Context: an optimization exercise on an open-source flow, tuned for small area and few clock cycles. The choices shown serve that exercise and are no tape-out recipe.
Only simulation tests tie the RTL to the original design; equivalence was not proved.
Power figures rest on the tool's default switching activity, not on a simulated workload.

Design axi4_lite_adapter, start of the top module:
module axi4_lite_adapter #(
  parameter integer                     AXI_ID_WIDTH = 1,
  parameter integer                     AXI_ADDR_WIDTH = 12,
  parameter integer                     AXI_DATA_WIDTH = 32,
  parameter integer                     AXI_BYTE_COUNT = AXI_DATA_WIDTH / 8
) (
  input  logic                          aclk,
  input  logic                          aresetn,
  input  logic [AXI_ID_WIDTH-1:0]       awid,
  input  logic [AXI_ADDR_WIDTH-1:0]     awaddr,
  /*verilator lint_off UNUSED*/
  input  logic [2:0]                    awprot,
  /*verilator lint_on UNUSED*/
  input  logic                          awvalid,
  output logic                          awready,
  input  logic [AXI_DATA_WIDTH-1:0]     wdata,
  input  logic [AXI_BYTE_COUNT-1:0]     wstrb,
  input  logic                          wvalid,
  output logic                          wready,
  output logic [AXI_ID_WIDTH-1:0]       bid,
  output logic [1:0]                    bresp,
  output logic                          bvalid,
  input  logic                          bready,
  input  logic [AXI_ID_WIDTH-1:0]       arid,
  input  logic [AXI_ADDR_WIDTH-1:0]     araddr,
  /*verilator lint_off UNUSED*/
  input  logic [2:0]                    arprot,
  /*verilator lint_on UNUSED*/
  input  logic                          arvalid,
  output logic                          arready,
  output logic [AXI_ID_WIDTH-1:0]       rid,
  output logic [AXI_DATA_WIDTH-1:0]     rdata,
  output logic [1:0]                    rresp,
  output logic                          rvalid,
  input  logic                          rready,
  output logic [AXI_ADDR_WIDTH-1:0]     rif_waddr,
  input  logic                          rif_wvalid,
  ...
clock: 3.3 ns
lec_check: 0
cap_margin: 20
core_area: 2 2 78 78
die_area: 0 0 80 80
slew_margin: 20
run.sh (not shown) runs the stock make flow with config.mk's settings and CLKGATE_MAP_FILE= SYNTH_SCRIPT=/design/flow/synth_recipe.tcl, a recipe that flattens the netlist after the stock synthesis.
Testbench counts at the start, summed over its fixed seeds: cycles 8,424.
Next try:
==> flow/flow/run.sh (new file) <==
#!/bin/bash
# Standard ORFS layout (the standard.sh), with two changes:
#  - port buffers use the smallest buffer cell (buf_1) instead of the resizer's default pick;
#  - the clock tree uses small clock buffers (clkbuf_4) without dummy loads.
# All make output goes to flow.log in the work folder; ORFS's per-step logs are under orfs/logs.
set -euo pipefail
bash standard.sh \
  "BUFFER_PORTS_ARGS=-buffer_cell sky130_fd_sc_hd__buf_1" \
  "CTS_ARGS=-root_buf sky130_fd_sc_hd__clkbuf_4 -buf_list sky130_fd_sc_hd__clkbuf_4 -sink_clustering_enable -sink_clustering_size 30 -sink_clustering_max_diameter 200 -dont_use_dummy_load -repair_clock_nets" \
  finish > flow.log 2>&1
==> flow/standard.sh (new file) <==
#!/bin/bash
# synth_recipe.tcl (not shown) runs the flow's synth.tcl, then flattens the netlist and writes it again
# the make line also repeats each setting of config.mk as NAME=value (left out here)
make -C /OpenROAD-flow-scripts/flow DESIGN_CONFIG=/design/flow/config.mk WORK_HOME=/design/flow/orfs CLKGATE_MAP_FILE= SYNTH_SCRIPT=/design/flow/synth_recipe.tcl "${@:-finish}"
removed: flow/run.sh
=>
- The changed run ran to the end with no violations
- routed wire length shrinks by 12%
- total power shrinks by 19%
- fmax grows by 41%
- worst setup slack gains 810 ps
- die area stays the same
- clock-buffer cell count does not change
- combinational power shrinks by 48%
Next try:
==> flow/run.sh (new file) <==
#!/bin/bash
# synth_recipe.tcl (not shown) runs the flow's synth.tcl, then flattens the netlist and writes it again
# the make line also repeats each setting of config.mk as NAME=value (left out here)
make -C /OpenROAD-flow-scripts/flow DESIGN_CONFIG=/design/flow/config.mk WORK_HOME=/design/flow/orfs CLKGATE_MAP_FILE= SYNTH_SCRIPT=/design/flow/synth_recipe.tcl finish
--- a/flow/config.mk
+++ b/flow/config.mk
@@ -9,2 +9,2 @@
-export CORE_AREA = 2 2 78 78
-export DIE_AREA = 0 0 80 80
+export CORE_MARGIN = 2
+export CORE_UTILIZATION = 40
removed: flow/flow/run.sh
removed: flow/standard.sh
This time the run died in I/O pin placement (PPL-0024).
Area after synthesis stays the same.
Synthesized cell count stays the same.

==> port drivers added, routing unchanged <==
In the flow no input, the clock included, has a driving cell. The finished layouts below were timed again as built, in two steps.
Step 1 (the two cells are an assumption about what drives the block):
set clk [get_ports {aclk}]
set_driving_cell -lib_cell sky130_fd_sc_hd__clkbuf_16 $clk
set_driving_cell -lib_cell sky130_fd_sc_hd__buf_2 [delete_from_list [all_inputs] $clk]
Step 2, shift: input delay + t, output delay - t, t = (earliest + latest rising clock arrival at the registers) / 2. This alone moves slack from input paths to output paths.
Three values: no drivers, after step 1, after step 2; two values: the first two.
run	t, ns	setup WS [ns]	clock arrival spread, ns	worst register clock-pin slew, ns	pins driven straight from the clock port
the first run	0.266	0.537 / 0.503 / 0.503	0.001 / 0.001	0.06 / 0.06	1
the second run	0.295	1.343 / 1.318 / 1.318	0.015 / 0.015	0.09 / 0.09	1
After both steps setup and hold are still met in every run listed. The setup slack of the first run, which loses most, moves by -0.034 ns with the drivers and by -0.034 ns with both steps.
